Background: an optimization exercise with open tools, aiming at small area and a short achievable clock period. Do not read the settings as production practice.
RTL that was checked went through simulation tests only; none was proved equivalent to the original.
The clock input has no modelled driver; a real chip could not lean on it and would need a root buffer or a full tree.

Setup of job 101:
==> module RAM, before the edit <==
module RAM (
    input  wire       CLK,
    input  wire       rst_n,
    input  wire [9:0] din,
    input  wire       rx_valid,
    input  wire [2:0] tx_pos,
    output reg  [2:0] ph,
    output reg        tx_valid,
    output wire       tx_bit
);
    integer r, p, j;
    always @(posedge CLK)
        case (ph)
        3'd0: ph <= 3'd1;
        3'd1: ph <= 3'd2;
        3'd2: ph <= 3'd3;
        3'd3: ph <= 3'd4;
        3'd4: ph <= 3'd5;
        3'd5: ph <= 3'd6;
        3'd6: ph <= 3'd7;
        3'd7: ph <= 3'd0;
        default: ph <= 3'd0;
        endcase
    reg [7:0]  address;
    reg [15:0] asel;
    always @(posedge CLK, negedge rst_n) begin
        if (!rst_n) begin
            address  <= 8'b0;
            asel     <= 16'b1;
            tx_valid <= 1'b0;
        end
        else if (rx_valid) begin
            if (!din[8]) begin
                address <= din[7:0];
                asel    <= 16'b1 << din[3:0];
            end
            tx_valid <= din[9] & din[8];
        end
    end
    reg [7:0]  wdata;
    reg [15:0] whi;
    reg [15:0] wlo;
    reg [2:0]  wcnt;
    reg [2:0]  wpos;
    reg        wbit;
    wire       wload = rx_valid && din[9:8] == 2'b01;
    always @(posedge CLK) begin
        if (wload) begin
            wdata <= din[7:0];
            whi   <= 16'b1 << address[7:4];
            wlo   <= asel;
            wcnt  <= 3'd0;
        end
        else begin
            if (wcnt == 3'd7) whi <= 16'b0;
            wcnt <= wcnt + 1'b1;
        end
    end
    always @(posedge CLK) begin
        wpos <= ~(ph + 3'd2);
        wbit <= wload ? din[wpos] : wdata[wpos];
    end
    reg [2047:0] mem;
    always @(posedge CLK)
        for (r = 0; r < 256; r = r + 1) begin
            for (p = 1; p < 8; p = p + 1)
                mem[8*r+p] <= mem[8*r+p-1];
            mem[8*r] <= (whi[r/16] && wlo[r%16]) ? wbit : mem[8*r+7];
        end
    reg [15:0] m1;
    reg [3:0]  m2;
    reg        b;
    always @(posedge CLK) begin
        for (r = 0; r < 16; r = r + 1) begin
            b = 1'b0;
            for (j = 0; j < 16; j = j + 1)
                b = b | (asel[j] & mem[8*(16*r + j)]);
            m1[r] <= b;
        end
        for (r = 0; r < 4; r = r + 1)
            m2[r] <= m1[4*r + address[5:4]];
    end
    reg [7:0] S;
    always @(posedge CLK)
        S <= {S[6:3], m2[address[7:6]], S[1:0], S[7]};
    assign tx_bit = S[tx_pos];
endmodule
export LEC_CHECK = 0
export ABC_AREA = 1
export CAP_MARGIN = 40
export CORE_MARGIN = 2
export CORE_UTILIZATION = 65
export PLACE_DENSITY = 0.75
export SETUP_SLACK_MARGIN = 2.2
export SLEW_MARGIN = 40
create_clock -name core_clock -period 4.0 [get_ports {CLK}]
standard.sh (not shown) runs the stock make flow with config.mk's settings and CLKGATE_MAP_FILE= SYNTH_SCRIPT=/design/flow/synth_recipe.tcl, a recipe that flattens the netlist after the stock synthesis.
==> flow/flow/run.sh <==
#!/bin/bash
# The standard layout, with the clock tree built by flow/cts_hook.tcl.
set -euo pipefail
W=$(pwd)
bash standard.sh PRE_CTS_TCL="$W/flow/cts_hook.tcl" finish > "$W/orfs_make.log" 2>&1
Other scripts of this flow, unchanged in this note and not shown: flow/flow/cts_hook.tcl, flow/flow/mytree.tcl
The following lists how job 102 was set up differently from job 101:
--- a/flow/design.v
+++ b/flow/design.v
@@ -81,47 +81,52 @@
         3'd4: ph <= 3'd5;
         3'd5: ph <= 3'd6;
         3'd6: ph <= 3'd7;
         3'd7: ph <= 3'd0;
         default: ph <= 3'd0;
         endcase
-    reg [7:0]  address;
+    reg [7:4]  address;
     reg [15:0] asel;
+    reg        zflag;
+    always @(posedge CLK)
+        if (rx_valid && !din[8]) begin
+            address <= din[7:4];
+            asel    <= 16'b1 << din[3:0];
+        end
     always @(posedge CLK, negedge rst_n) begin
         if (!rst_n) begin
-            address  <= 8'b0;
-            asel     <= 16'b1;
+            zflag    <= 1'b1;
             tx_valid <= 1'b0;
         end
         else if (rx_valid) begin
-            if (!din[8]) begin
-                address <= din[7:0];
-                asel    <= 16'b1 << din[3:0];
-            end
+            if (!din[8]) zflag <= 1'b0;
             tx_valid <= din[9] & din[8];
         end
     end
+    wire [15:0] rsel = zflag ? 16'b1 : asel;
+    wire [7:4]  rhi  = zflag ? 4'b0 : address;
     reg [7:0]  wdata;
     reg [15:0] whi;
-    reg [15:0] wlo;
+    reg        wz;
     reg [2:0]  wcnt;
     reg [2:0]  wpos;
     reg        wbit;
     wire       wload = rx_valid && din[9:8] == 2'b01;
     always @(posedge CLK) begin
         if (wload) begin
             wdata <= din[7:0];
-            whi   <= 16'b1 << address[7:4];
-            wlo   <= asel;
+            whi   <= 16'b1 << rhi;
+            wz    <= zflag;
             wcnt  <= 3'd0;
         end
         else begin
             if (wcnt == 3'd7) whi <= 16'b0;
             wcnt <= wcnt + 1'b1;
         end
     end
+    wire [15:0] wlo = wz ? 16'b1 : asel;
     always @(posedge CLK) begin
         wpos <= ~(ph + 3'd2);
         wbit <= wload ? din[wpos] : wdata[wpos];
     end
     reg [2047:0] mem;
     always @(posedge CLK)
@@ -134,21 +139,21 @@
     reg [3:0]  m2;
     reg        b;
     always @(posedge CLK) begin
         for (r = 0; r < 16; r = r + 1) begin
             b = 1'b0;
             for (j = 0; j < 16; j = j + 1)
-                b = b | (asel[j] & mem[8*(16*r + j)]);
+                b = b | (rsel[j] & mem[8*(16*r + j)]);
             m1[r] <= b;
         end
         for (r = 0; r < 4; r = r + 1)
-            m2[r] <= m1[4*r + address[5:4]];
+            m2[r] <= m1[4*r + rhi[5:4]];
     end
     reg [7:0] S;
     always @(posedge CLK)
-        S <= {S[6:3], m2[address[7:6]], S[1:0], S[7]};
+        S <= {S[6:3], m2[rhi[7:6]], S[1:0], S[7]};
     assign tx_bit = S[tx_pos];
 endmodule
 module SPI_Wrapper (
     input  wire CLK,
     input  wire rst_n,
     input  wire SS_n,
==> comparison <==
Looking only at number of nets produced by synthesis, and setting everything else aside, the higher value of job 101 and job 102 goes to job 102. Compared to job 101, job 102 has routed wirelength normalized by instance count 2.1 µm lower. Summed negative setup slack over all endpoints came out exactly the same in job 101 and job 102. For the cell area, job 102 came in 1.7% higher than job 101 did. Against job 101, job 102 comes in 6.5% lower on via count normalized by instance count. Insertion delay of the later-clocked pin in the worst-skew pair delta (job 102 -> job 101): insignificant. Re post-route clock period utilization: job 102 is 0.46 points up on job 101. Against job 101, job 102 comes in 3 higher on peak fanout along the critical path. Compared with job 101, in job 102 first-iteration detailed-routing DRC count climbed 150, number of gates given a new drive strength after cts now larger, worst setup slack fell 0.019 ns.
Function not checked in job 102: the RTL went through the layout flow alone. No run of this note takes its clock network from TritonCTS; it comes from the design's own scripts or RTL.

==> port drivers added, routing unchanged <==
Ports are ideal in the flow. The routed layouts listed here were re-timed in OpenROAD. Step 1, drivers: a clkbuf_16 drives CLK and a buf_2 each remaining input, both assumed. Step 2 adds t to the input delays and takes it off the output delays; t is the mean of the earliest and latest rising clock arrival at the registers after step 1. Input paths then give back, and output paths get back, about the clock's delay inside the block. Three values: ideal, step 1, step 2; two values: the first two.
| run | t (ns) | setup slack, ns | worst setup path after step 2 | worst register clock-pin slew, ns |
|---|---|---|---|---|
| job 101 | 0.651 | 2.134 / 1.990 / 2.197 | register to register | 0.11 / 0.11 |
| job 102 | 0.651 | 2.115 / 2.005 / 2.115 | register to register | 0.12 / 0.12 |
After both steps every run listed still meets setup and hold.
